Source: an optimization exercise on an open RTL-to-GDS flow (aim: small area and a short achievable clock period). Production flows keep margins and buffers that such runs may drop.
The RTL was checked by simulation tests, not by an equivalence proof against the original design.

**flow/design.v**
```verilog
module rs_xor2(input wire a, input wire b, output wire y);
    assign y = a ^ b;
endmodule
module rs_fbg(input wire x, input wire p, output wire y);
    assign y = ~(x & ~p);
endmodule
module rs_xnor2(input wire a, input wire b, output wire y);
    assign y = ~(a ^ b);
endmodule
module rs_inv(input wire a, output wire y);
    assign y = ~a;
endmodule
module rs_nand2(input wire a, input wire b, output wire y);
    assign y = ~(a & b);
endmodule
module reed_solomon_top(
    input  wire       clk,
    input  wire       rst_n,
    input  wire [7:0] data_in,
    output wire [7:0] code_out
);
    reg  [7:0] st;
    reg        po, dn;
    reg  [4:0] pz;    
    wire       at222 = (st == 8'h84);    
    wire       at254 = (st == 8'h80);    
    always @(posedge clk or negedge rst_n) begin
        if (!rst_n) begin
            st <= 8'h01;
            pz <= {5{1'b0}};
            po <= 1'b0;
            dn <= 1'b1;
        end else begin
            st <= {st[6:0], st[7] ^ st[5] ^ st[4] ^ st[3]};
            pz[0] <= at222 | (pz[0] & ~at254);
            pz[1] <= at222 | (pz[1] & ~at254);
            pz[2] <= at222 | (pz[2] & ~at254);
            pz[3] <= at222 | (pz[3] & ~at254);
            pz[4] <= at222 | (pz[4] & ~at254);
            po <= at222 | (po & ~at254);
            dn <= ~at222 & (dn | at254);
        end
    end
    reg  [255:0] rem;
    wire [255:0] nxt;
    wire [7:0] x;
    rs_xor2 fx0 (.a(data_in[0]), .b(rem[248]), .y(x[0]));
    wire fbn0_0;
    rs_fbg f0_0 (.x(x[0]), .p(pz[0]), .y(fbn0_0));
    wire fbn0_1;
    rs_fbg f0_1 (.x(x[0]), .p(pz[1]), .y(fbn0_1));
    wire fbn0_2;
    rs_fbg f0_2 (.x(x[0]), .p(pz[2]), .y(fbn0_2));
    wire fbn0_3;
    rs_fbg f0_3 (.x(x[0]), .p(pz[3]), .y(fbn0_3));
    wire fbn0_4;
    rs_fbg f0_4 (.x(x[0]), .p(pz[4]), .y(fbn0_4));
    wire fbn0_5;
    rs_fbg f0_5 (.x(x[0]), .p(pz[0]), .y(fbn0_5));
    rs_xor2 fx1 (.a(data_in[1]), .b(rem[249]), .y(x[1]));
    wire fbn1_0;
    rs_fbg f1_0 (.x(x[1]), .p(pz[1]), .y(fbn1_0));
    wire fbn1_1;
    rs_fbg f1_1 (.x(x[1]), .p(pz[2]), .y(fbn1_1));
    wire fbn1_2;
    rs_fbg f1_2 (.x(x[1]), .p(pz[3]), .y(fbn1_2));
    wire fbn1_3;
    rs_fbg f1_3 (.x(x[1]), .p(pz[4]), .y(fbn1_3));
    rs_xor2 fx2 (.a(data_in[2]), .b(rem[250]), .y(x[2]));
    wire fbn2_0;
    rs_fbg f2_0 (.x(x[2]), .p(pz[0]), .y(fbn2_0));
    wire fbn2_1;
    rs_fbg f2_1 (.x(x[2]), .p(pz[1]), .y(fbn2_1));
    wire fbn2_2;
    rs_fbg f2_2 (.x(x[2]), .p(pz[2]), .y(fbn2_2));
    wire fbn2_3;
    rs_fbg f2_3 (.x(x[2]), .p(pz[3]), .y(fbn2_3));
    rs_xor2 fx3 (.a(data_in[3]), .b(rem[251]), .y(x[3]));
    wire fbn3_0;
    rs_fbg f3_0 (.x(x[3]), .p(pz[4]), .y(fbn3_0));
    wire fbn3_1;
    rs_fbg f3_1 (.x(x[3]), .p(pz[0]), .y(fbn3_1));
    wire fbn3_2;
    rs_fbg f3_2 (.x(x[3]), .p(pz[1]), .y(fbn3_2));
    rs_xor2 fx4 (.a(data_in[4]), .b(rem[252]), .y(x[4]));
    wire fbn4_0;
    rs_fbg f4_0 (.x(x[4]), .p(pz[2]), .y(fbn4_0));
    wire fbn4_1;
    rs_fbg f4_1 (.x(x[4]), .p(pz[3]), .y(fbn4_1));
    rs_xor2 fx5 (.a(data_in[5]), .b(rem[253]), .y(x[5]));
    wire fbn5_0;
    rs_fbg f5_0 (.x(x[5]), .p(pz[4]), .y(fbn5_0));
    wire fbn5_1;
    rs_fbg f5_1 (.x(x[5]), .p(pz[0]), .y(fbn5_1));
    rs_xor2 fx6 (.a(data_in[6]), .b(rem[254]), .y(x[6]));
    wire fbn6_0;
    rs_fbg f6_0 (.x(x[6]), .p(pz[1]), .y(fbn6_0));
    wire fbn6_1;
    rs_fbg f6_1 (.x(x[6]), .p(pz[2]), .y(fbn6_1));
    rs_xor2 fx7 (.a(data_in[7]), .b(rem[255]), .y(x[7]));
    wire fbn7_0;
    rs_fbg f7_0 (.x(x[7]), .p(pz[3]), .y(fbn7_0));
    wire fbn7_1;
    rs_fbg f7_1 (.x(x[7]), .p(pz[4]), .y(fbn7_1));
    wire p03_0;
    wire p03_1;
    wire p03_2;
    wire p05_0;
    wire p05_1;
    wire p06_0;
    wire p06_1;
    wire p09_0;
    wire p09_1;
    wire p0a_0;
    wire p0a_1;
    wire p0c_0;
    wire p0c_1;
    wire p11_0;
    wire p12_0;
    wire p14_0;
    wire p18_0;
    wire p22_0;
    wire p30_0;
    wire p30_1;
    wire p42_0;
    wire p44_0;
    wire p48_0;
    wire p48_1;
    wire p50_0;
    wire p50_1;
    wire p60_0;
    wire p60_1;
    wire p60_2;
    wire p81_0;
    wire p82_0;
    wire p84_0;
    wire p84_1;
    wire p90_0;
    wire p90_1;
    wire pa0_0;
    wire pa0_1;
    wire p0b_0;
    wire p0e_0;
    wire p13_0;
    wire p16_0;
    wire p1b_0;
    wire p1c_0;
    wire p1d_0;
    wire p23_0;
    wire p25_0;
    wire p26_0;
    wire p27_0;
    wire p29_0;
    wire p2a_0;
    wire p2c_0;
    wire p2e_0;
    wire p31_0;
    wire p32_0;
    wire p35_0;
    wire p36_0;
    wire p38_0;
    wire p3a_0;
    wire p45_0;
    wire p47_0;
    wire p4a_0;
    wire p4c_0;
    wire p4d_0;
    wire p4e_0;
    wire p51_0;
    wire p53_0;
    wire p54_0;
    wire p55_0;
    wire p58_0;
    wire p59_0;
    wire p5a_0;
    wire p5c_0;
    wire p61_0;
    wire p62_0;
    wire p63_0;
    wire p65_0;
    wire p6a_0;
    wire p6c_0;
    wire p6c_1;
    wire p70_0;
    wire p71_0;
    wire p72_0;
    wire p74_0;
    wire p74_1;
    wire p83_0;
    wire p85_0;
    wire p89_0;
    wire p8b_0;
    wire p8d_0;
    wire p8e_0;
    wire p91_0;
    wire p93_0;
    wire p95_0;
    wire p98_0;
    wire p99_0;
    wire pa1_0;
    wire pa2_0;
    wire pa3_0;
    wire pa5_0;
    wire pa8_0;
    wire pa9_0;
    wire paa_0;
    wire paa_1;
    wire pb0_0;
    wire pb1_0;
    wire pc1_0;
    wire pc2_0;
    wire pc3_0;
    wire pc6_0;
    wire pca_0;
    wire pd1_0;
    wire pd2_0;
    wire pd4_0;
    wire pd8_0;
    wire pe1_0;
    wire pe1_1;
    wire pe2_0;
    wire pf0_0;
    rs_xor2 x_p03_0 (.a(fbn0_0), .b(fbn1_0), .y(p03_0));
    rs_xor2 x_p03_1 (.a(fbn0_1), .b(fbn1_1), .y(p03_1));
    rs_xor2 x_p03_2 (.a(fbn0_2), .b(fbn1_2), .y(p03_2));
    rs_xor2 x_p05_0 (.a(fbn0_3), .b(fbn2_0), .y(p05_0));
    rs_xor2 x_p05_1 (.a(fbn0_4), .b(fbn2_1), .y(p05_1));
    rs_xor2 x_p06_0 (.a(fbn1_3), .b(fbn2_2), .y(p06_0));
    rs_xor2 x_p06_1 (.a(fbn1_0), .b(fbn2_3), .y(p06_1));
    rs_xor2 x_p09_0 (.a(fbn0_5), .b(fbn3_0), .y(p09_0));
    rs_xor2 x_p09_1 (.a(fbn0_0), .b(fbn3_1), .y(p09_1));
    rs_xor2 x_p0a_0 (.a(fbn1_1), .b(fbn3_2), .y(p0a_0));
    rs_xor2 x_p0a_1 (.a(fbn1_2), .b(fbn3_0), .y(p0a_1));
    rs_xor2 x_p0c_0 (.a(fbn2_0), .b(fbn3_1), .y(p0c_0));
    rs_xor2 x_p0c_1 (.a(fbn2_1), .b(fbn3_2), .y(p0c_1));
    rs_xor2 x_p11_0 (.a(fbn0_1), .b(fbn4_0), .y(p11_0));
    rs_xor2 x_p12_0 (.a(fbn1_3), .b(fbn4_1), .y(p12_0));
    rs_xor2 x_p14_0 (.a(fbn2_2), .b(fbn4_0), .y(p14_0));
    rs_xor2 x_p18_0 (.a(fbn3_0), .b(fbn4_1), .y(p18_0));
    rs_xor2 x_p22_0 (.a(fbn1_0), .b(fbn5_0), .y(p22_0));
    rs_xor2 x_p30_0 (.a(fbn4_0), .b(fbn5_1), .y(p30_0));
    rs_xor2 x_p30_1 (.a(fbn4_1), .b(fbn5_0), .y(p30_1));
    rs_xor2 x_p42_0 (.a(fbn1_1), .b(fbn6_0), .y(p42_0));
    rs_xor2 x_p44_0 (.a(fbn2_3), .b(fbn6_1), .y(p44_0));
    rs_xor2 x_p48_0 (.a(fbn3_1), .b(fbn6_0), .y(p48_0));
    rs_xor2 x_p48_1 (.a(fbn3_2), .b(fbn6_1), .y(p48_1));
    rs_xor2 x_p50_0 (.a(fbn4_0), .b(fbn6_0), .y(p50_0));
    rs_xor2 x_p50_1 (.a(fbn4_1), .b(fbn6_1), .y(p50_1));
    rs_xor2 x_p60_0 (.a(fbn5_1), .b(fbn6_0), .y(p60_0));
    rs_xor2 x_p60_1 (.a(fbn5_0), .b(fbn6_1), .y(p60_1));
    rs_xor2 x_p60_2 (.a(fbn5_1), .b(fbn6_0), .y(p60_2));
    rs_xor2 x_p81_0 (.a(fbn0_2), .b(fbn7_0), .y(p81_0));
    rs_xor2 x_p82_0 (.a(fbn1_2), .b(fbn7_1), .y(p82_0));
    rs_xor2 x_p84_0 (.a(fbn2_0), .b(fbn7_0), .y(p84_0));
    rs_xor2 x_p84_1 (.a(fbn2_1), .b(fbn7_1), .y(p84_1));
    rs_xor2 x_p90_0 (.a(fbn4_0), .b(fbn7_0), .y(p90_0));
    rs_xor2 x_p90_1 (.a(fbn4_1), .b(fbn7_1), .y(p90_1));
    rs_xor2 x_pa0_0 (.a(fbn5_0), .b(fbn7_0), .y(pa0_0));
    rs_xor2 x_pa0_1 (.a(fbn5_1), .b(fbn7_1), .y(pa0_1));
    rs_xor2 x_p0b_0 (.a(p0a_0), .b(fbn0_3), .y(p0b_0));
    rs_xor2 x_p0e_0 (.a(p0c_0), .b(fbn1_3), .y(p0e_0));
    rs_xor2 x_p13_0 (.a(p12_0), .b(fbn0_4), .y(p13_0));
    rs_xor2 x_p16_0 (.a(p14_0), .b(fbn1_0), .y(p16_0));
    rs_xor2 x_p1b_0 (.a(p03_0), .b(p18_0), .y(p1b_0));
    rs_xor2 x_p1c_0 (.a(p18_0), .b(fbn2_2), .y(p1c_0));
    rs_xor2 x_p1d_0 (.a(p05_0), .b(p18_0), .y(p1d_0));
    rs_xor2 x_p23_0 (.a(p22_0), .b(fbn0_5), .y(p23_0));
    rs_xor2 x_p25_0 (.a(p05_1), .b(fbn5_0), .y(p25_0));
    rs_xor2 x_p26_0 (.a(p22_0), .b(fbn2_3), .y(p26_0));
    rs_xor2 x_p27_0 (.a(p05_0), .b(p22_0), .y(p27_0));
    rs_xor2 x_p29_0 (.a(p09_0), .b(fbn5_1), .y(p29_0));
    rs_xor2 x_p2a_0 (.a(p22_0), .b(fbn3_0), .y(p2a_0));
    rs_xor2 x_p2c_0 (.a(p0c_1), .b(fbn5_0), .y(p2c_0));
    rs_xor2 x_p2e_0 (.a(p22_0), .b(p0c_0), .y(p2e_0));
    rs_xor2 x_p31_0 (.a(p30_0), .b(fbn0_0), .y(p31_0));
    rs_xor2 x_p32_0 (.a(p30_1), .b(fbn1_1), .y(p32_0));
    rs_xor2 x_p35_0 (.a(p05_1), .b(p30_0), .y(p35_0));
    rs_xor2 x_p36_0 (.a(p06_0), .b(p30_1), .y(p36_0));
    rs_xor2 x_p38_0 (.a(p30_0), .b(fbn3_1), .y(p38_0));
    rs_xor2 x_p3a_0 (.a(p0a_1), .b(p30_1), .y(p3a_0));
    rs_xor2 x_p45_0 (.a(p44_0), .b(fbn0_1), .y(p45_0));
    rs_xor2 x_p47_0 (.a(p03_1), .b(p44_0), .y(p47_0));
    rs_xor2 x_p4a_0 (.a(p48_0), .b(fbn1_2), .y(p4a_0));
    rs_xor2 x_p4c_0 (.a(p48_1), .b(fbn2_0), .y(p4c_0));
    rs_xor2 x_p4d_0 (.a(p05_0), .b(p48_0), .y(p4d_0));
    rs_xor2 x_p4e_0 (.a(p06_1), .b(p48_1), .y(p4e_0));
    rs_xor2 x_p51_0 (.a(p50_0), .b(fbn0_2), .y(p51_0));
    rs_xor2 x_p53_0 (.a(p03_2), .b(p50_1), .y(p53_0));
    rs_xor2 x_p54_0 (.a(p50_0), .b(fbn2_1), .y(p54_0));
    rs_xor2 x_p55_0 (.a(p05_1), .b(p50_1), .y(p55_0));
    rs_xor2 x_p58_0 (.a(p50_0), .b(fbn3_2), .y(p58_0));
    rs_xor2 x_p59_0 (.a(p09_1), .b(p50_1), .y(p59_0));
    rs_xor2 x_p5a_0 (.a(p0a_0), .b(p50_0), .y(p5a_0));
    rs_xor2 x_p5c_0 (.a(p0c_1), .b(p50_1), .y(p5c_0));
    rs_xor2 x_p61_0 (.a(p60_0), .b(fbn0_3), .y(p61_0));
    rs_xor2 x_p62_0 (.a(p60_1), .b(fbn1_3), .y(p62_0));
    rs_xor2 x_p63_0 (.a(p03_0), .b(p60_2), .y(p63_0));
    rs_xor2 x_p65_0 (.a(p05_0), .b(p60_0), .y(p65_0));
    rs_xor2 x_p6a_0 (.a(p0a_1), .b(p60_1), .y(p6a_0));
    rs_xor2 x_p6c_0 (.a(p0c_0), .b(p60_2), .y(p6c_0));
    rs_xor2 x_p6c_1 (.a(p0c_1), .b(p60_0), .y(p6c_1));
    rs_xor2 x_p70_0 (.a(p60_1), .b(fbn4_0), .y(p70_0));
    rs_xor2 x_p71_0 (.a(p11_0), .b(p60_2), .y(p71_0));
    rs_xor2 x_p72_0 (.a(p12_0), .b(p60_0), .y(p72_0));
    rs_xor2 x_p74_0 (.a(p14_0), .b(p60_1), .y(p74_0));
    rs_xor2 x_p74_1 (.a(p14_0), .b(p60_2), .y(p74_1));
    rs_xor2 x_p83_0 (.a(p82_0), .b(fbn0_4), .y(p83_0));
    rs_xor2 x_p85_0 (.a(p84_0), .b(fbn0_5), .y(p85_0));
    rs_xor2 x_p89_0 (.a(p81_0), .b(fbn3_0), .y(p89_0));
    rs_xor2 x_p8b_0 (.a(p09_0), .b(p82_0), .y(p8b_0));
    rs_xor2 x_p8d_0 (.a(p09_1), .b(p84_1), .y(p8d_0));
    rs_xor2 x_p8e_0 (.a(p0a_0), .b(p84_0), .y(p8e_0));
    rs_xor2 x_p91_0 (.a(p90_0), .b(fbn0_0), .y(p91_0));
    rs_xor2 x_p93_0 (.a(p03_1), .b(p90_1), .y(p93_0));
    rs_xor2 x_p95_0 (.a(p05_1), .b(p90_0), .y(p95_0));
    rs_xor2 x_p98_0 (.a(p90_1), .b(fbn3_1), .y(p98_0));
    rs_xor2 x_p99_0 (.a(p09_0), .b(p90_0), .y(p99_0));
    rs_xor2 x_pa1_0 (.a(pa0_0), .b(fbn0_1), .y(pa1_0));
    rs_xor2 x_pa2_0 (.a(pa0_1), .b(fbn1_0), .y(pa2_0));
    rs_xor2 x_pa3_0 (.a(p03_2), .b(pa0_0), .y(pa3_0));
    rs_xor2 x_pa5_0 (.a(p05_0), .b(pa0_1), .y(pa5_0));
    rs_xor2 x_pa8_0 (.a(pa0_0), .b(fbn3_2), .y(pa8_0));
    rs_xor2 x_pa9_0 (.a(p09_1), .b(pa0_1), .y(pa9_0));
    rs_xor2 x_paa_0 (.a(p0a_1), .b(pa0_0), .y(paa_0));
    rs_xor2 x_paa_1 (.a(p0a_0), .b(pa0_1), .y(paa_1));
    rs_xor2 x_pb0_0 (.a(pa0_0), .b(fbn4_1), .y(pb0_0));
    rs_xor2 x_pb1_0 (.a(p11_0), .b(pa0_1), .y(pb1_0));
    rs_xor2 x_pc1_0 (.a(p81_0), .b(fbn6_1), .y(pc1_0));
    rs_xor2 x_pc2_0 (.a(p82_0), .b(fbn6_0), .y(pc2_0));
    rs_xor2 x_pc3_0 (.a(p81_0), .b(p42_0), .y(pc3_0));
    rs_xor2 x_pc6_0 (.a(p42_0), .b(p84_1), .y(pc6_0));
    rs_xor2 x_pca_0 (.a(p82_0), .b(p48_0), .y(pca_0));
    rs_xor2 x_pd1_0 (.a(p81_0), .b(p50_0), .y(pd1_0));
    rs_xor2 x_pd2_0 (.a(p42_0), .b(p90_1), .y(pd2_0));
    rs_xor2 x_pd4_0 (.a(p44_0), .b(p90_0), .y(pd4_0));
    rs_xor2 x_pd8_0 (.a(p48_1), .b(p90_1), .y(pd8_0));
    rs_xor2 x_pe1_0 (.a(p81_0), .b(p60_0), .y(pe1_0));
    rs_xor2 x_pe1_1 (.a(p81_0), .b(p60_1), .y(pe1_1));
    rs_xor2 x_pe2_0 (.a(p42_0), .b(pa0_0), .y(pe2_0));
    rs_xor2 x_pf0_0 (.a(p50_1), .b(pa0_1), .y(pf0_0));
    rs_xnor2 a_0 (.a(fbn3_0), .b(pe1_0), .y(nxt[0]));
    assign nxt[1] = pd2_0;
    assign nxt[2] = p4d_0;
    rs_xnor2 a_3 (.a(fbn0_2), .b(p72_0), .y(nxt[3]));
    rs_inv a_4 (.a(p0e_0), .y(nxt[4]));
    assign nxt[5] = p1d_0;
    assign nxt[6] = p3a_0;
    assign nxt[7] = p74_0;
    rs_xnor2 a_8 (.a(rem[0]), .b(p16_0), .y(nxt[8]));
    rs_xnor2 a_9 (.a(rem[1]), .b(p2c_0), .y(nxt[9]));
    rs_xor2 a_10 (.a(rem[2]), .b(p4e_0), .y(nxt[10]));
    rs_xor2 a_11 (.a(rem[3]), .b(p8b_0), .y(nxt[11]));
    rs_xnor2 a_12 (.a(rem[4]), .b(fbn0_3), .y(nxt[12]));
    rs_xnor2 a_13 (.a(rem[5]), .b(fbn1_1), .y(nxt[13]));
    rs_xor2 a_14 (.a(rem[6]), .b(p05_1), .y(nxt[14]));
    rs_xnor2 a_15 (.a(rem[7]), .b(p0b_0), .y(nxt[15]));
    wire t_16;
    rs_xor2 b_16 (.a(rem[8]), .b(fbn0_4), .y(t_16));
    rs_xnor2 a_16 (.a(t_16), .b(p4e_0), .y(nxt[16]));
    wire t_17;
    rs_xor2 b_17 (.a(rem[9]), .b(p06_0), .y(t_17));
    rs_xor2 a_17 (.a(t_17), .b(p99_0), .y(nxt[17]));
    rs_xor2 a_18 (.a(rem[10]), .b(p71_0), .y(nxt[18]));
    wire t_19;
    rs_xor2 b_19 (.a(rem[11]), .b(fbn2_2), .y(t_19));
    rs_xnor2 a_19 (.a(t_19), .b(pa9_0), .y(nxt[19]));
    rs_xor2 a_20 (.a(rem[12]), .b(p14_0), .y(nxt[20]));
    rs_xnor2 a_21 (.a(rem[13]), .b(p29_0), .y(nxt[21]));
    rs_xor2 a_22 (.a(rem[14]), .b(p53_0), .y(nxt[22]));
    wire t_23;
    rs_xor2 b_23 (.a(rem[15]), .b(fbn1_2), .y(t_23));
    rs_xnor2 a_23 (.a(t_23), .b(pa5_0), .y(nxt[23]));
    rs_xor2 a_24 (.a(rem[16]), .b(p30_0), .y(nxt[24]));
    rs_xor2 a_25 (.a(rem[17]), .b(p60_2), .y(nxt[25]));
    rs_xor2 a_26 (.a(rem[18]), .b(pf0_0), .y(nxt[26]));
    rs_xor2 a_27 (.a(rem[19]), .b(pd1_0), .y(nxt[27]));
    rs_xor2 a_28 (.a(rem[20]), .b(p93_0), .y(nxt[28]));
    rs_xnor2 a_29 (.a(rem[21]), .b(p26_0), .y(nxt[29]));
    rs_xnor2 a_30 (.a(rem[22]), .b(p4c_0), .y(nxt[30]));
    rs_xnor2 a_31 (.a(rem[23]), .b(p98_0), .y(nxt[31]));
    wire t_32, u_32;
    rs_xor2 c_32 (.a(rem[24]), .b(fbn6_1), .y(u_32));
    rs_xor2 b_32 (.a(u_32), .b(p84_0), .y(t_32));
    rs_xnor2 a_32 (.a(t_32), .b(p1b_0), .y(nxt[32]));
    wire t_33;
    rs_xor2 b_33 (.a(rem[25]), .b(p14_0), .y(t_33));
    rs_xor2 a_33 (.a(t_33), .b(paa_0), .y(nxt[33]));
    rs_xor2 a_34 (.a(rem[26]), .b(pa3_0), .y(nxt[34]));
    rs_xor2 a_35 (.a(rem[27]), .b(p99_0), .y(nxt[35]));
    wire t_36;
    rs_xor2 b_36 (.a(rem[28]), .b(p0c_0), .y(t_36));
    rs_xor2 a_36 (.a(t_36), .b(pe1_1), .y(nxt[36]));
    wire t_37;
    rs_xor2 b_37 (.a(rem[29]), .b(p03_0), .y(t_37));
    rs_xor2 a_37 (.a(t_37), .b(pd8_0), .y(nxt[37]));
    wire t_38;
    rs_xor2 b_38 (.a(rem[30]), .b(p06_1), .y(t_38));
    rs_xor2 a_38 (.a(t_38), .b(pb1_0), .y(nxt[38]));
    wire t_39;
    rs_xor2 b_39 (.a(rem[31]), .b(p03_1), .y(t_39));
    rs_xor2 a_39 (.a(t_39), .b(p6c_0), .y(nxt[39]));
    rs_xor2 a_40 (.a(rem[32]), .b(p6c_1), .y(nxt[40]));
    rs_xor2 a_41 (.a(rem[33]), .b(pd8_0), .y(nxt[41]));
    wire t_42;
    rs_xor2 b_42 (.a(rem[34]), .b(fbn2_3), .y(t_42));
    rs_xnor2 a_42 (.a(t_42), .b(pd8_0), .y(nxt[42]));
    wire t_43;
    rs_xor2 b_43 (.a(rem[35]), .b(fbn0_5), .y(t_43));
    rs_xnor2 a_43 (.a(t_43), .b(pd4_0), .y(nxt[43]));
    rs_xor2 a_44 (.a(rem[36]), .b(pc6_0), .y(nxt[44]));
    rs_xor2 a_45 (.a(rem[37]), .b(p8d_0), .y(nxt[45]));
    rs_xor2 a_46 (.a(rem[38]), .b(p1b_0), .y(nxt[46]));
    rs_xor2 a_47 (.a(rem[39]), .b(p36_0), .y(nxt[47]));
    rs_xor2 a_48 (.a(rem[40]), .b(pb1_0), .y(nxt[48]));
    rs_xor2 a_49 (.a(rem[41]), .b(p63_0), .y(nxt[49]));
    wire t_50;
    rs_xor2 b_50 (.a(rem[42]), .b(fbn1_3), .y(t_50));
    rs_xnor2 a_50 (.a(t_50), .b(p74_1), .y(nxt[50]));
    wire t_51;
    rs_xor2 b_51 (.a(rem[43]), .b(fbn0_0), .y(t_51));
    rs_xnor2 a_51 (.a(t_51), .b(p5c_0), .y(nxt[51]));
    rs_xnor2 a_52 (.a(rem[44]), .b(p0b_0), .y(nxt[52]));
    rs_xnor2 a_53 (.a(rem[45]), .b(p16_0), .y(nxt[53]));
    rs_xnor2 a_54 (.a(rem[46]), .b(p2c_0), .y(nxt[54]));
    rs_xnor2 a_55 (.a(rem[47]), .b(p58_0), .y(nxt[55]));
    rs_xnor2 a_56 (.a(rem[48]), .b(pa8_0), .y(nxt[56]));
    rs_xor2 a_57 (.a(rem[49]), .b(p50_0), .y(nxt[57]));
    rs_xnor2 a_58 (.a(rem[50]), .b(fbn3_1), .y(nxt[58]));
    wire t_59;
    rs_xor2 b_59 (.a(rem[51]), .b(fbn3_2), .y(t_59));
    rs_xnor2 a_59 (.a(t_59), .b(pb1_0), .y(nxt[59]));
    wire t_60;
    rs_xor2 b_60 (.a(rem[52]), .b(fbn1_0), .y(t_60));
    rs_xnor2 a_60 (.a(t_60), .b(pd8_0), .y(nxt[60]));
    wire t_61;
    rs_xor2 b_61 (.a(rem[53]), .b(fbn2_0), .y(t_61));
    rs_xnor2 a_61 (.a(t_61), .b(pb1_0), .y(nxt[61]));
    rs_xor2 a_62 (.a(rem[54]), .b(p6a_0), .y(nxt[62]));
    rs_xor2 a_63 (.a(rem[55]), .b(pd4_0), .y(nxt[63]));
    wire t_64;
    rs_xor2 b_64 (.a(rem[56]), .b(p0c_1), .y(t_64));
    rs_xor2 a_64 (.a(t_64), .b(pe1_0), .y(nxt[64]));
    wire t_65;
    rs_xor2 b_65 (.a(rem[57]), .b(p03_2), .y(t_65));
    rs_xor2 a_65 (.a(t_65), .b(pd8_0), .y(nxt[65]));
    rs_xor2 a_66 (.a(rem[58]), .b(p5a_0), .y(nxt[66]));
    rs_xor2 a_67 (.a(rem[59]), .b(p59_0), .y(nxt[67]));
    wire t_68;
    rs_xor2 b_68 (.a(rem[60]), .b(fbn1_1), .y(t_68));
    rs_xnor2 a_68 (.a(t_68), .b(p5c_0), .y(nxt[68]));
    wire t_69;
    rs_xor2 b_69 (.a(rem[61]), .b(p0c_0), .y(t_69));
    rs_xor2 a_69 (.a(t_69), .b(pb1_0), .y(nxt[69]));
    wire t_70;
    rs_xor2 b_70 (.a(rem[62]), .b(p09_0), .y(t_70));
    rs_xor2 a_70 (.a(t_70), .b(p72_0), .y(nxt[70]));
    wire t_71;
    rs_xor2 b_71 (.a(rem[63]), .b(p06_0), .y(t_71));
    rs_xor2 a_71 (.a(t_71), .b(pf0_0), .y(nxt[71]));
    rs_xor2 a_72 (.a(rem[64]), .b(p18_0), .y(nxt[72]));
    rs_xnor2 a_73 (.a(rem[65]), .b(p31_0), .y(nxt[73]));
    wire t_74;
    rs_xor2 b_74 (.a(rem[66]), .b(fbn3_0), .y(t_74));
    rs_xnor2 a_74 (.a(t_74), .b(p72_0), .y(nxt[74]));
    wire t_75;
    rs_xor2 b_75 (.a(rem[67]), .b(fbn7_0), .y(t_75));
    rs_xnor2 a_75 (.a(t_75), .b(p6c_0), .y(nxt[75]));
    rs_xnor2 a_76 (.a(rem[68]), .b(pc1_0), .y(nxt[76]));
    rs_xnor2 a_77 (.a(rem[69]), .b(p83_0), .y(nxt[77]));
    rs_xor2 a_78 (.a(rem[70]), .b(p06_1), .y(nxt[78]));
    rs_xor2 a_79 (.a(rem[71]), .b(p0c_1), .y(nxt[79]));
    wire t_80;
    rs_xor2 b_80 (.a(rem[72]), .b(p09_1), .y(t_80));
    rs_xor2 a_80 (.a(t_80), .b(pe2_0), .y(nxt[80]));
    wire t_81;
    rs_xor2 b_81 (.a(rem[73]), .b(p03_0), .y(t_81));
    rs_xor2 a_81 (.a(t_81), .b(pd4_0), .y(nxt[81]));
    rs_xor2 a_82 (.a(rem[74]), .b(p44_0), .y(nxt[82]));
    rs_xnor2 a_83 (.a(rem[75]), .b(p62_0), .y(nxt[83]));
    rs_xor2 a_84 (.a(rem[76]), .b(p2e_0), .y(nxt[84]));
    wire t_85;
    rs_xor2 b_85 (.a(rem[77]), .b(fbn0_1), .y(t_85));
    rs_xnor2 a_85 (.a(t_85), .b(p5c_0), .y(nxt[85]));
    wire t_86;
    rs_xor2 b_86 (.a(rem[78]), .b(fbn4_0), .y(t_86));
    rs_xnor2 a_86 (.a(t_86), .b(paa_1), .y(nxt[86]));
    wire t_87;
    rs_xor2 b_87 (.a(rem[79]), .b(fbn0_2), .y(t_87));
    rs_xnor2 a_87 (.a(t_87), .b(p74_0), .y(nxt[87]));
    wire t_88;
    rs_xor2 b_88 (.a(rem[80]), .b(fbn7_1), .y(t_88));
    rs_xnor2 a_88 (.a(t_88), .b(p36_0), .y(nxt[88]));
    wire t_89;
    rs_xor2 b_89 (.a(rem[81]), .b(fbn0_3), .y(t_89));
    rs_xnor2 a_89 (.a(t_89), .b(p6c_1), .y(nxt[89]));
    rs_xor2 a_90 (.a(rem[82]), .b(p6c_0), .y(nxt[90]));
    wire t_91;
    rs_xor2 b_91 (.a(rem[83]), .b(fbn1_2), .y(t_91));
    rs_xnor2 a_91 (.a(t_91), .b(p6c_1), .y(nxt[91]));
    wire t_92;
    rs_xor2 b_92 (.a(rem[84]), .b(fbn0_4), .y(t_92));
    rs_xnor2 a_92 (.a(t_92), .b(p6a_0), .y(nxt[92]));
    wire t_93;
    rs_xor2 b_93 (.a(rem[85]), .b(fbn1_3), .y(t_93));
    rs_xnor2 a_93 (.a(t_93), .b(pd4_0), .y(nxt[93]));
    wire t_94;
    rs_xor2 b_94 (.a(rem[86]), .b(fbn2_1), .y(t_94));
    rs_xnor2 a_94 (.a(t_94), .b(pa9_0), .y(nxt[94]));
    wire t_95;
    rs_xor2 b_95 (.a(rem[87]), .b(fbn0_5), .y(t_95));
    rs_xnor2 a_95 (.a(t_95), .b(p5a_0), .y(nxt[95]));
    wire t_96;
    rs_xor2 b_96 (.a(rem[88]), .b(fbn0_0), .y(t_96));
    rs_xnor2 a_96 (.a(t_96), .b(p2e_0), .y(nxt[96]));
    wire t_97;
    rs_xor2 b_97 (.a(rem[89]), .b(p03_1), .y(t_97));
    rs_xor2 a_97 (.a(t_97), .b(p5c_0), .y(nxt[97]));
    rs_xor2 a_98 (.a(rem[90]), .b(p90_0), .y(nxt[98]));
    rs_xnor2 a_99 (.a(rem[91]), .b(p0e_0), .y(nxt[99]));
    rs_xnor2 a_100 (.a(rem[92]), .b(p32_0), .y(nxt[100]));
    rs_xor2 a_101 (.a(rem[93]), .b(p65_0), .y(nxt[101]));
    wire t_102;
    rs_xor2 b_102 (.a(rem[94]), .b(fbn0_1), .y(t_102));
    rs_xnor2 a_102 (.a(t_102), .b(pca_0), .y(nxt[102]));
    wire t_103;
    rs_xor2 b_103 (.a(rem[95]), .b(fbn1_0), .y(t_103));
    rs_xnor2 a_103 (.a(t_103), .b(p95_0), .y(nxt[103]));
    rs_xor2 a_104 (.a(rem[96]), .b(p22_0), .y(nxt[104]));
    rs_xnor2 a_105 (.a(rem[97]), .b(p45_0), .y(nxt[105]));
    rs_xor2 a_106 (.a(rem[98]), .b(pa9_0), .y(nxt[106]));
    rs_xnor2 a_107 (.a(rem[99]), .b(p70_0), .y(nxt[107]));
    rs_xnor2 a_108 (.a(rem[100]), .b(pc2_0), .y(nxt[108]));
    rs_xor2 a_109 (.a(rem[101]), .b(p84_1), .y(nxt[109]));
    rs_xnor2 a_110 (.a(rem[102]), .b(fbn3_1), .y(nxt[110]));
    rs_xor2 a_111 (.a(rem[103]), .b(p11_0), .y(nxt[111]));
    wire t_112;
    rs_xor2 b_112 (.a(rem[104]), .b(fbn2_2), .y(t_112));
    rs_xnor2 a_112 (.a(t_112), .b(paa_0), .y(nxt[112]));
    rs_xor2 a_113 (.a(rem[105]), .b(p5c_0), .y(nxt[113]));
    rs_xnor2 a_114 (.a(rem[106]), .b(p16_0), .y(nxt[114]));
    rs_xor2 a_115 (.a(rem[107]), .b(p82_0), .y(nxt[115]));
    rs_xor2 a_116 (.a(rem[108]), .b(paa_1), .y(nxt[116]));
    rs_xor2 a_117 (.a(rem[109]), .b(p55_0), .y(nxt[117]));
    wire t_118;
    rs_xor2 b_118 (.a(rem[110]), .b(fbn0_2), .y(t_118));
    rs_xnor2 a_118 (.a(t_118), .b(paa_0), .y(nxt[118]));
    wire t_119;
    rs_xor2 b_119 (.a(rem[111]), .b(fbn1_1), .y(t_119));
    rs_xnor2 a_119 (.a(t_119), .b(p55_0), .y(nxt[119]));
    rs_xor2 a_120 (.a(rem[112]), .b(p12_0), .y(nxt[120]));
    rs_xnor2 a_121 (.a(rem[113]), .b(p25_0), .y(nxt[121]));
    rs_xor2 a_122 (.a(rem[114]), .b(p59_0), .y(nxt[122]));
    rs_xnor2 a_123 (.a(rem[115]), .b(pa1_0), .y(nxt[123]));
    rs_xnor2 a_124 (.a(rem[116]), .b(p51_0), .y(nxt[124]));
    rs_xnor2 a_125 (.a(rem[117]), .b(pa2_0), .y(nxt[125]));
    rs_xor2 a_126 (.a(rem[118]), .b(p44_0), .y(nxt[126]));
    rs_xnor2 a_127 (.a(rem[119]), .b(p89_0), .y(nxt[127]));
    wire t_128;
    rs_xor2 b_128 (.a(rem[120]), .b(fbn2_3), .y(t_128));
    rs_xnor2 a_128 (.a(t_128), .b(p99_0), .y(nxt[128]));
    wire t_129;
    rs_xor2 b_129 (.a(rem[121]), .b(fbn0_3), .y(t_129));
    rs_xnor2 a_129 (.a(t_129), .b(p3a_0), .y(nxt[129]));
    wire t_130;
    rs_xor2 b_130 (.a(rem[122]), .b(p09_0), .y(t_130));
    rs_xor2 a_130 (.a(t_130), .b(pe2_0), .y(nxt[130]));
    rs_xnor2 a_131 (.a(rem[123]), .b(p4a_0), .y(nxt[131]));
    rs_xor2 a_132 (.a(rem[124]), .b(p09_1), .y(nxt[132]));
    rs_xnor2 a_133 (.a(rem[125]), .b(p13_0), .y(nxt[133]));
    rs_xor2 a_134 (.a(rem[126]), .b(p27_0), .y(nxt[134]));
    rs_xor2 a_135 (.a(rem[127]), .b(p4e_0), .y(nxt[135]));
    rs_xnor2 a_136 (.a(rem[128]), .b(p61_0), .y(nxt[136]));
    rs_xnor2 a_137 (.a(rem[129]), .b(pc2_0), .y(nxt[137]));
    wire t_138;
    rs_xor2 b_138 (.a(rem[130]), .b(fbn2_0), .y(t_138));
    rs_xnor2 a_138 (.a(t_138), .b(pe1_1), .y(nxt[138]));
    wire t_139;
    rs_xor2 b_139 (.a(rem[131]), .b(fbn0_4), .y(t_139));
    rs_xnor2 a_139 (.a(t_139), .b(paa_1), .y(nxt[139]));
    rs_xor2 a_140 (.a(rem[132]), .b(p36_0), .y(nxt[140]));
    rs_xor2 a_141 (.a(rem[133]), .b(p6c_0), .y(nxt[141]));
    rs_xor2 a_142 (.a(rem[134]), .b(pd8_0), .y(nxt[142]));
    rs_xnor2 a_143 (.a(rem[135]), .b(pb0_0), .y(nxt[143]));
    rs_xor2 a_144 (.a(rem[136]), .b(p12_0), .y(nxt[144]));
    rs_xnor2 a_145 (.a(rem[137]), .b(p25_0), .y(nxt[145]));
    rs_xor2 a_146 (.a(rem[138]), .b(p59_0), .y(nxt[146]));
    rs_xnor2 a_147 (.a(rem[139]), .b(pa1_0), .y(nxt[147]));
    rs_xnor2 a_148 (.a(rem[140]), .b(p51_0), .y(nxt[148]));
    rs_xnor2 a_149 (.a(rem[141]), .b(pa2_0), .y(nxt[149]));
    rs_xor2 a_150 (.a(rem[142]), .b(p44_0), .y(nxt[150]));
    rs_xnor2 a_151 (.a(rem[143]), .b(p89_0), .y(nxt[151]));
    rs_xnor2 a_152 (.a(rem[144]), .b(fbn0_5), .y(nxt[152]));
    rs_xnor2 a_153 (.a(rem[145]), .b(fbn1_2), .y(nxt[153]));
    rs_xnor2 a_154 (.a(rem[146]), .b(fbn2_1), .y(nxt[154]));
    rs_xnor2 a_155 (.a(rem[147]), .b(fbn3_2), .y(nxt[155]));
    rs_xnor2 a_156 (.a(rem[148]), .b(fbn4_1), .y(nxt[156]));
    rs_xnor2 a_157 (.a(rem[149]), .b(fbn5_1), .y(nxt[157]));
    rs_xnor2 a_158 (.a(rem[150]), .b(fbn6_0), .y(nxt[158]));
    rs_xnor2 a_159 (.a(rem[151]), .b(fbn7_0), .y(nxt[159]));
    rs_xor2 a_160 (.a(rem[152]), .b(p4e_0), .y(nxt[160]));
    wire t_161;
    rs_xor2 b_161 (.a(rem[153]), .b(fbn2_2), .y(t_161));
    rs_xnor2 a_161 (.a(t_161), .b(p99_0), .y(nxt[161]));
    wire t_162;
    rs_xor2 b_162 (.a(rem[154]), .b(fbn0_0), .y(t_162));
    rs_xnor2 a_162 (.a(t_162), .b(p74_1), .y(nxt[162]));
    rs_xor2 a_163 (.a(rem[155]), .b(pa5_0), .y(nxt[163]));
    rs_xnor2 a_164 (.a(rem[156]), .b(fbn2_3), .y(nxt[164]));
    rs_xor2 a_165 (.a(rem[157]), .b(p09_0), .y(nxt[165]));
    rs_xnor2 a_166 (.a(rem[158]), .b(p13_0), .y(nxt[166]));
    rs_xor2 a_167 (.a(rem[159]), .b(p27_0), .y(nxt[167]));
    rs_xnor2 a_168 (.a(rem[160]), .b(p2a_0), .y(nxt[168]));
    rs_xnor2 a_169 (.a(rem[161]), .b(p54_0), .y(nxt[169]));
    rs_xnor2 a_170 (.a(rem[162]), .b(p83_0), .y(nxt[170]));
    rs_xnor2 a_171 (.a(rem[163]), .b(p2c_0), .y(nxt[171]));
    rs_xor2 a_172 (.a(rem[164]), .b(p72_0), .y(nxt[172]));
    wire t_173;
    rs_xor2 b_173 (.a(rem[165]), .b(fbn2_0), .y(t_173));
    rs_xnor2 a_173 (.a(t_173), .b(pe1_0), .y(nxt[173]));
    rs_xor2 a_174 (.a(rem[166]), .b(pca_0), .y(nxt[174]));
    rs_xor2 a_175 (.a(rem[167]), .b(p95_0), .y(nxt[175]));
    rs_xnor2 a_176 (.a(rem[168]), .b(p54_0), .y(nxt[176]));
    rs_xor2 a_177 (.a(rem[169]), .b(pa9_0), .y(nxt[177]));
    rs_xor2 a_178 (.a(rem[170]), .b(p06_0), .y(nxt[178]));
    rs_xnor2 a_179 (.a(rem[171]), .b(p58_0), .y(nxt[179]));
    wire t_180;
    rs_xor2 b_180 (.a(rem[172]), .b(fbn2_1), .y(t_180));
    rs_xnor2 a_180 (.a(t_180), .b(pe1_1), .y(nxt[180]));
    rs_xor2 a_181 (.a(rem[173]), .b(pca_0), .y(nxt[181]));
    rs_xor2 a_182 (.a(rem[174]), .b(p95_0), .y(nxt[182]));
    rs_xnor2 a_183 (.a(rem[175]), .b(p2a_0), .y(nxt[183]));
    rs_xnor2 a_184 (.a(rem[176]), .b(p29_0), .y(nxt[184]));
    rs_xor2 a_185 (.a(rem[177]), .b(p53_0), .y(nxt[185]));
    rs_xor2 a_186 (.a(rem[178]), .b(p8e_0), .y(nxt[186]));
    rs_xor2 a_187 (.a(rem[179]), .b(p35_0), .y(nxt[187]));
    rs_xor2 a_188 (.a(rem[180]), .b(p42_0), .y(nxt[188]));
    rs_xnor2 a_189 (.a(rem[181]), .b(p85_0), .y(nxt[189]));
    rs_xor2 a_190 (.a(rem[182]), .b(p0a_1), .y(nxt[190]));
    rs_xor2 a_191 (.a(rem[183]), .b(p14_0), .y(nxt[191]));
    rs_xor2 a_192 (.a(rem[184]), .b(pe1_0), .y(nxt[192]));
    rs_xor2 a_193 (.a(rem[185]), .b(pc3_0), .y(nxt[193]));
    wire t_194;
    rs_xor2 b_194 (.a(rem[186]), .b(fbn1_3), .y(t_194));
    rs_xnor2 a_194 (.a(t_194), .b(p65_0), .y(nxt[194]));
    wire t_195;
    rs_xor2 b_195 (.a(rem[187]), .b(fbn0_1), .y(t_195));
    rs_xnor2 a_195 (.a(t_195), .b(p2e_0), .y(nxt[195]));
    wire t_196;
    rs_xor2 b_196 (.a(rem[188]), .b(p14_0), .y(t_196));
    rs_xor2 a_196 (.a(t_196), .b(paa_0), .y(nxt[196]));
    wire t_197;
    rs_xor2 b_197 (.a(rem[189]), .b(fbn3_0), .y(t_197));
    rs_xnor2 a_197 (.a(t_197), .b(p74_0), .y(nxt[197]));
    wire t_198;
    rs_xor2 b_198 (.a(rem[190]), .b(fbn3_1), .y(t_198));
    rs_xnor2 a_198 (.a(t_198), .b(pf0_0), .y(nxt[198]));
    rs_xor2 a_199 (.a(rem[191]), .b(pf0_0), .y(nxt[199]));
    rs_xor2 a_200 (.a(rem[192]), .b(p8e_0), .y(nxt[200]));
    rs_xnor2 a_201 (.a(rem[193]), .b(p1c_0), .y(nxt[201]));
    wire t_202;
    rs_xor2 b_202 (.a(rem[194]), .b(fbn7_1), .y(t_202));
    rs_xnor2 a_202 (.a(t_202), .b(p36_0), .y(nxt[202]));
    wire t_203;
    rs_xor2 b_203 (.a(rem[195]), .b(fbn0_2), .y(t_203));
    rs_xnor2 a_203 (.a(t_203), .b(pe2_0), .y(nxt[203]));
    rs_xor2 a_204 (.a(rem[196]), .b(p48_0), .y(nxt[204]));
    rs_xnor2 a_205 (.a(rem[197]), .b(p91_0), .y(nxt[205]));
    rs_xnor2 a_206 (.a(rem[198]), .b(p23_0), .y(nxt[206]));
    rs_xor2 a_207 (.a(rem[199]), .b(p47_0), .y(nxt[207]));
    wire t_208;
    rs_xor2 b_208 (.a(rem[200]), .b(p0a_0), .y(t_208));
    rs_xor2 a_208 (.a(t_208), .b(p74_1), .y(nxt[208]));
    wire t_209, u_209;
    rs_xor2 c_209 (.a(rem[201]), .b(fbn7_0), .y(u_209));
    rs_xor2 b_209 (.a(u_209), .b(p60_0), .y(t_209));
    rs_xnor2 a_209 (.a(t_209), .b(p1d_0), .y(nxt[209]));
    rs_xnor2 a_210 (.a(rem[202]), .b(p85_0), .y(nxt[210]));
    rs_xor2 a_211 (.a(rem[203]), .b(p74_0), .y(nxt[211]));
    wire t_212;
    rs_xor2 b_212 (.a(rem[204]), .b(fbn1_0), .y(t_212));
    rs_xnor2 a_212 (.a(t_212), .b(p95_0), .y(nxt[212]));
    wire t_213;
    rs_xor2 b_213 (.a(rem[205]), .b(fbn0_3), .y(t_213));
    rs_xnor2 a_213 (.a(t_213), .b(p2e_0), .y(nxt[213]));
    wire t_214;
    rs_xor2 b_214 (.a(rem[206]), .b(p03_2), .y(t_214));
    rs_xor2 a_214 (.a(t_214), .b(p5c_0), .y(nxt[214]));
    wire t_215, u_215;
    rs_xor2 c_215 (.a(rem[207]), .b(fbn5_0), .y(u_215));
    rs_xor2 b_215 (.a(u_215), .b(p84_0), .y(t_215));
    rs_xnor2 a_215 (.a(t_215), .b(p1b_0), .y(nxt[215]));
    rs_xnor2 a_216 (.a(rem[208]), .b(fbn1_1), .y(nxt[216]));
    rs_xor2 a_217 (.a(rem[209]), .b(p05_0), .y(nxt[217]));
    rs_xor2 a_218 (.a(rem[210]), .b(p09_1), .y(nxt[218]));
    rs_xor2 a_219 (.a(rem[211]), .b(p11_0), .y(nxt[219]));
    rs_xnor2 a_220 (.a(rem[212]), .b(fbn5_1), .y(nxt[220]));
    rs_xnor2 a_221 (.a(rem[213]), .b(fbn6_1), .y(nxt[221]));
    rs_xnor2 a_222 (.a(rem[214]), .b(fbn7_1), .y(nxt[222]));
    rs_xnor2 a_223 (.a(rem[215]), .b(fbn0_4), .y(nxt[223]));
    rs_xor2 a_224 (.a(rem[216]), .b(p18_0), .y(nxt[224]));
    rs_xnor2 a_225 (.a(rem[217]), .b(p31_0), .y(nxt[225]));
    wire t_226;
    rs_xor2 b_226 (.a(rem[218]), .b(fbn3_2), .y(t_226));
    rs_xnor2 a_226 (.a(t_226), .b(p72_0), .y(nxt[226]));
    wire t_227;
    rs_xor2 b_227 (.a(rem[219]), .b(fbn7_0), .y(t_227));
    rs_xnor2 a_227 (.a(t_227), .b(p6c_1), .y(nxt[227]));
    rs_xnor2 a_228 (.a(rem[220]), .b(pc1_0), .y(nxt[228]));
    rs_xnor2 a_229 (.a(rem[221]), .b(p83_0), .y(nxt[229]));
    rs_xor2 a_230 (.a(rem[222]), .b(p06_1), .y(nxt[230]));
    rs_xor2 a_231 (.a(rem[223]), .b(p0c_0), .y(nxt[231]));
    rs_xor2 a_232 (.a(rem[224]), .b(p1b_0), .y(nxt[232]));
    rs_xor2 a_233 (.a(rem[225]), .b(p36_0), .y(nxt[233]));
    wire t_234;
    rs_xor2 b_234 (.a(rem[226]), .b(p03_0), .y(t_234));
    rs_xor2 a_234 (.a(t_234), .b(p74_1), .y(nxt[234]));
    wire t_235;
    rs_xor2 b_235 (.a(rem[227]), .b(p05_1), .y(t_235));
    rs_xor2 a_235 (.a(t_235), .b(pf0_0), .y(nxt[235]));
    wire t_236;
    rs_xor2 b_236 (.a(rem[228]), .b(fbn0_5), .y(t_236));
    rs_xnor2 a_236 (.a(t_236), .b(pf0_0), .y(nxt[236]));
    wire t_237;
    rs_xor2 b_237 (.a(rem[229]), .b(fbn0_0), .y(t_237));
    rs_xnor2 a_237 (.a(t_237), .b(pe2_0), .y(nxt[237]));
    rs_xor2 a_238 (.a(rem[230]), .b(pc6_0), .y(nxt[238]));
    rs_xor2 a_239 (.a(rem[231]), .b(p8d_0), .y(nxt[239]));
    rs_xor2 a_240 (.a(rem[232]), .b(p71_0), .y(nxt[240]));
    rs_xor2 a_241 (.a(rem[233]), .b(pe2_0), .y(nxt[241]));
    wire t_242;
    rs_xor2 b_242 (.a(rem[234]), .b(fbn2_2), .y(t_242));
    rs_xnor2 a_242 (.a(t_242), .b(pb1_0), .y(nxt[242]));
    rs_xor2 a_243 (.a(rem[235]), .b(p1b_0), .y(nxt[243]));
    rs_xor2 a_244 (.a(rem[236]), .b(p47_0), .y(nxt[244]));
    rs_xor2 a_245 (.a(rem[237]), .b(p8e_0), .y(nxt[245]));
    rs_xnor2 a_246 (.a(rem[238]), .b(p1c_0), .y(nxt[246]));
    rs_xnor2 a_247 (.a(rem[239]), .b(p38_0), .y(nxt[247]));
    rs_xor2 a_248 (.a(rem[240]), .b(p8e_0), .y(nxt[248]));
    rs_xnor2 a_249 (.a(rem[241]), .b(p1c_0), .y(nxt[249]));
    wire t_250;
    rs_xor2 b_250 (.a(rem[242]), .b(fbn7_1), .y(t_250));
    rs_xnor2 a_250 (.a(t_250), .b(p36_0), .y(nxt[250]));
    wire t_251;
    rs_xor2 b_251 (.a(rem[243]), .b(fbn0_1), .y(t_251));
    rs_xnor2 a_251 (.a(t_251), .b(pe2_0), .y(nxt[251]));
    rs_xor2 a_252 (.a(rem[244]), .b(p48_1), .y(nxt[252]));
    rs_xnor2 a_253 (.a(rem[245]), .b(p91_0), .y(nxt[253]));
    rs_xnor2 a_254 (.a(rem[246]), .b(p23_0), .y(nxt[254]));
    rs_xor2 a_255 (.a(rem[247]), .b(p47_0), .y(nxt[255]));
    always @(posedge clk or negedge rst_n) begin
        if (!rst_n) rem <= 256'd0;
        else        rem <= nxt;
    end
    wire [7:0] sd, sr;
    genvar g;
    generate for (g = 0; g < 8; g = g + 1) begin : omux
        rs_nand2 nd (.a(data_in[g]), .b(dn), .y(sd[g]));
        rs_nand2 nr (.a(rem[248+g]), .b(po), .y(sr[g]));
        rs_nand2 no (.a(sd[g]), .b(sr[g]), .y(code_out[g]));
    end endgenerate
endmodule
```
**flow/flow/run.sh**
```bash
#!/bin/bash
set -euo pipefail
CTS="-sink_clustering_enable -repair_clock_nets -sink_clustering_size 24 -sink_clustering_max_diameter 100 -dont_use_dummy_load"
DU="sky130_fd_sc_hd__probe_p_8 sky130_fd_sc_hd__probec_p_8 sky130_fd_sc_hd__lpflow_bleeder_1 sky130_fd_sc_hd__lpflow_clkbufkapwr_1 sky130_fd_sc_hd__lpflow_clkbufkapwr_16 sky130_fd_sc_hd__lpflow_clkbufkapwr_2 sky130_fd_sc_hd__lpflow_clkbufkapwr_4 sky130_fd_sc_hd__lpflow_clkbufkapwr_8 sky130_fd_sc_hd__lpflow_clkinvkapwr_1 sky130_fd_sc_hd__lpflow_clkinvkapwr_16 sky130_fd_sc_hd__lpflow_clkinvkapwr_2 sky130_fd_sc_hd__lpflow_clkinvkapwr_4 sky130_fd_sc_hd__lpflow_clkinvkapwr_8 sky130_fd_sc_hd__lpflow_decapkapwr_12 sky130_fd_sc_hd__lpflow_decapkapwr_3 sky130_fd_sc_hd__lpflow_decapkapwr_4 sky130_fd_sc_hd__lpflow_decapkapwr_6 sky130_fd_sc_hd__lpflow_decapkapwr_8 sky130_fd_sc_hd__lpflow_inputiso0n_1 sky130_fd_sc_hd__lpflow_inputiso0p_1 sky130_fd_sc_hd__lpflow_inputiso1n_1 sky130_fd_sc_hd__lpflow_inputiso1p_1 sky130_fd_sc_hd__lpflow_inputisolatch_1 sky130_fd_sc_hd__lpflow_isobufsrc_1 sky130_fd_sc_hd__lpflow_isobufsrc_16 sky130_fd_sc_hd__lpflow_isobufsrc_2 sky130_fd_sc_hd__lpflow_isobufsrc_4 sky130_fd_sc_hd__lpflow_isobufsrc_8 sky130_fd_sc_hd__lpflow_isobufsrckapwr_16 sky130_fd_sc_hd__lpflow_lsbuf_lh_hl_isowell_tap_1 sky130_fd_sc_hd__lpflow_lsbuf_lh_hl_isowell_tap_2 sky130_fd_sc_hd__lpflow_lsbuf_lh_hl_isowell_tap_4 sky130_fd_sc_hd__lpflow_lsbuf_lh_isowell_4 sky130_fd_sc_hd__lpflow_lsbuf_lh_isowell_tap_1 sky130_fd_sc_hd__lpflow_lsbuf_lh_isowell_tap_2 sky130_fd_sc_hd__lpflow_lsbuf_lh_isowell_tap_4 sky130_fd_sc_hd__xor2_4 sky130_fd_sc_hd__xnor2_4"
bash standard.sh "BUFFER_PORTS_ARGS=-buffer_cell sky130_fd_sc_hd__buf_2" "CTS_ARGS=$CTS" "DONT_USE_CELLS=$DU" finish > standard.log 2>&1
```
**flow/standard.sh**
```bash
#!/bin/bash
# synth_recipe.tcl (not shown) runs the flow's synth.tcl, then flattens the netlist and writes it again
# the make line also repeats each setting of config.mk as NAME=value (left out here)
make -C /OpenROAD-flow-scripts/flow DESIGN_CONFIG=/design/flow/config.mk WORK_HOME=/design/flow/orfs CLKGATE_MAP_FILE= SYNTH_SCRIPT=/design/flow/synth_recipe.tcl "${@:-finish}"
```
**flow/config.mk**
```make
export PLATFORM = sky130hd
export DESIGN_NAME = reed_solomon_top
export DESIGN_NICKNAME = reed_solomon_top
export VERILOG_FILES = /design/flow/design.v
export SDC_FILE = /design/flow/constraint.sdc
export NUM_CORES = 4
export LEC_CHECK = 0
export CAP_MARGIN = 20
export CORE_MARGIN = 2
export CORE_UTILIZATION = 60
export CTS_CLUSTER_DIAMETER = 100
export CTS_CLUSTER_SIZE = 24
export PLACE_DENSITY = 0.7
export SETUP_SLACK_MARGIN = 1.8
export SLEW_MARGIN = 20
export SYNTH_HIERARCHICAL = 1
export SYNTH_MINIMUM_KEEP_SIZE = 0
```
**flow/constraint.sdc**
```tcl
create_clock -name core_clock -period 4.0 [get_ports {clk}]
set_input_delay 0.8000 -clock core_clock [delete_from_list [all_inputs] [get_ports {clk}]]
set_output_delay 0.8000 -clock core_clock [all_outputs]
set_load 0.01 [all_outputs]
```
==> notes.md <==
-- state kept, by name, indices dropped and copies added (netlist names) --
register	cells
po	1
dn	1
rem	256
pz	5
st	8
-- modules after synthesis, one instance, submodules excluded --
module            flip-flops and latches  times used
reed_solomon_top                     271           1
rs_xnor2                               0         134
rs_xor2                                0         320
rs_fbg                                 0          25
rs_inv                                 0           1
rs_nand2                               0          24
-- critical path, cell delays in order --
cell and delay [ps]:
buf_2 120, xor2_2 330, nand2b_4 220, xor2_2 290, buf_4 200, xor2_2 330, xnor2_1 240
-- cell type report --
type / instances / area [um^2]
inverters: 2 / 7.51
fillers: 1129 / 4500
repair buffers: 131 / 1060
clock buffers: 15 / 375
well taps: 229 / 287
multi-input cells: 516 / 5130
flip-flops and latches: 271 / 6780
-- worst max-delay path by stage --
stage	start	endpoint	slack [ps]	cells after the start
2_1_floorplan	data_in[0]	rem[106]$_DFF_PN0_	1700	5
3_3_place_gp	data_in[0]	rem[163]$_DFF_PN0_	760	6
3_5_place_dp	data_in[0]	rem[163]$_DFF_PN0_	790	6
4_1_cts	rem[250]$_DFF_PN0_	rem[54]$_DFF_PN0_	1700	6
5_1_grt	data_in[2]	rem[54]$_DFF_PN0_	1710	7
6_report	data_in[2]	rem[54]$_DFF_PN0_	1790	7
-- layer usage --
metal  global-route usage  vias up  share of wire
li1                     -     2612              -
met1                0.444     3244           0.42
met2                0.493      201           0.47
met3               0.0711       69          0.063
met4                0.106        0          0.042
met5                    0        -              0
-- placed cells by master (no fill, tap or decap), drive strengths merged, types with 2 or more instances in the layout --
| cell type | synthesis | final |
|---|---|---|
| nand2b | 25 | 25 |
| dfstp | 2 | 2 |
| xnor2 | 136 | 136 |
| inv | 2 | 2 |
| mux2 | 6 | 6 |
| nand2 | 25 | 25 |
| xor2 | 321 | 321 |
| clkbuf | 0 | 15 |
| buf | 0 | 131 |
| dfrtp | 269 | 269 |
-- logic make-up (layout without fill, tap and decap cells) --
family                 after synthesis  in the layout  synth area share
XOR/XNOR                           457            457             0.358
flip-flops                         271            271             0.607
AND/OR/NAND/NOR                     52             52            0.0256
multiplexers                         7              7           0.00895
buffers and inverters                2            148          0.000672
-- metrics by stage --
| step | setup slack [ps] | cell area (um^2) | hold WS (ps) | util |
|---|---|---|---|---|
| global placement | 761 | 12300 | 362 | 0.679 |
| global route | 1710 | 13600 | 388 | 0.752 |
| finish | 1790 | 13600 | 353 | 0.752 |
| floorplan | 1700 | 11800 | 355 | - |
| detailed placement | 791 | 12300 | 365 | 0.679 |
| CTS | 1700 | 13500 | 377 | 0.741 |
-- repair_timing --
action,CTS,global route
setup buffers,83,18
cloned,0,0
pin swaps,32,12
setup endpoints to repair,169,79
hold buffers,0,0
resized for setup,12,5
==> impl_results.md <==
- Outcome: finished clean
- Number of synthesized flops with an enable pin: 0
- PortBufs: 17
- Top-area cell type share of the netlist area: 0.602
- Syn nets: 799
- CP arrival: 2550 ps
- FF+latch count, synth: 271
- Site row count: 49
- Ports: 18
- CP max FO: 7
- Placed cell count: 1048
- Wire per inst: 25.2 um
- Max clock buf depth: 3
- DR vias: 6126
- Die Ht: 141 um
- ANT nets after route: 0
- Final Setup Violations: 0
- CTS Sinks: 271
- Hold Crit Class: input port to async pin
- Root Driver: clkbuf_16
- Layout cells sized above 1: 0.278
- Share of flip-flops with an asynchronous set or reset: 1.00
- Grt ovf: 0
- Area of the mapped netlist: 0.0112 mm^2
- Synth warnings: 7
- First-pass GRT wire length: 43900 um
- Clock-pin slew on the worst setup and hold paths: 90 ps
- CTS Buf Count: 15
- CTS tree: done
- Setup crit end kind: flip-flop
- FF-to-FF setup slack: 1810 ps
- Cell variety after synth: 12
- Slew margin rel.: 0.426
- Die area: 0.0197 mm^2
- Area grow syn2layout: 22.1%
- Setup tns final: 0 ps
- Die Wd: 141 um
- Initial antenna violation count: 0
- Post-layout nets: 947
- Largest cells by area after synthesis: dfrtp_1 60%, xor2_1 25%, xnor2_1 11%
- Vias per inst: 5.26
- Initial Util: 0.616
- Worst R2R End: rem[54]$_DFF_PN0_
- Worst EP required: 4340 ps
- Peak Freq: 453 MHz
- Initial DRC count: 360
- Pin count of the biggest net entering global routing: 105
- Seq/Total Area, Yosys: 0.607
- Worst-margin pin slew: 860 ps
- Core area: 0.0181 mm^2
- N_diodes: 0
- Largest area contributor in the netlist: dfrtp_1
- Mapped Cells: 789
- Placer Congestion: 0.928
- Setup CP Type: input port to flip-flop
- RSZ-0062 raised after global routing: true
- Max Cap Viol: 0
- HPWL Detailed: 19800 um
- CTS HTree Levels: 1
- Non-filler instance count after layout: 1164
- Slew Limit Fails: 0
- Clock Latency Late Sink: 510 ps
- Mapped Avg Cell Area: 14.2 um^2
- Most frequent cell after synthesis: xor2_1
- Vias in the first global route: 6717
- Hold Fails Final Rpt: 0
- DRC violations left: 0
- Worst Setup Start Kind: input port
- Clock skew: 45.3 ps
- Fin crit share: 0.552
- Top cells by count, synth: 321 x xor2_1, 269 x dfrtp_1, 136 x xnor2_1
- Reg-to-Reg Start: rem[250]$_DFF_PN0_
- Routed WL: 29400 um
- Total GRT Usage: 0.314
- Ys flop type: dfrtp_1
- Initial DRT Pass Iterations: 4
- R2r worst-path depth: 6
- Minimum clock period: 2210 ps

==> what the ideal ports hide <==
How much do the figures lean on ideal ports? The routed layout below was timed once more, with nothing changed but the port constraints.
Step 1 assumes that a clkbuf_16 drives the clock port and a buf_2 every other input.
Step 2 also shifts input and output timing later by t, the mid clock arrival at the registers, as if the neighbouring blocks saw the same clock.
Three values: ideal ports, drivers, drivers and shift; two values: the first two.
t, ns: 0.534
setup WS [ns]: 1.793 / 1.772 / 1.279
pins driven straight from the clock port: 1
After both steps setup and hold are still met in this run. For this run, drivers alone change the setup slack by -0.021 ns; drivers and shift together by -0.514 ns.
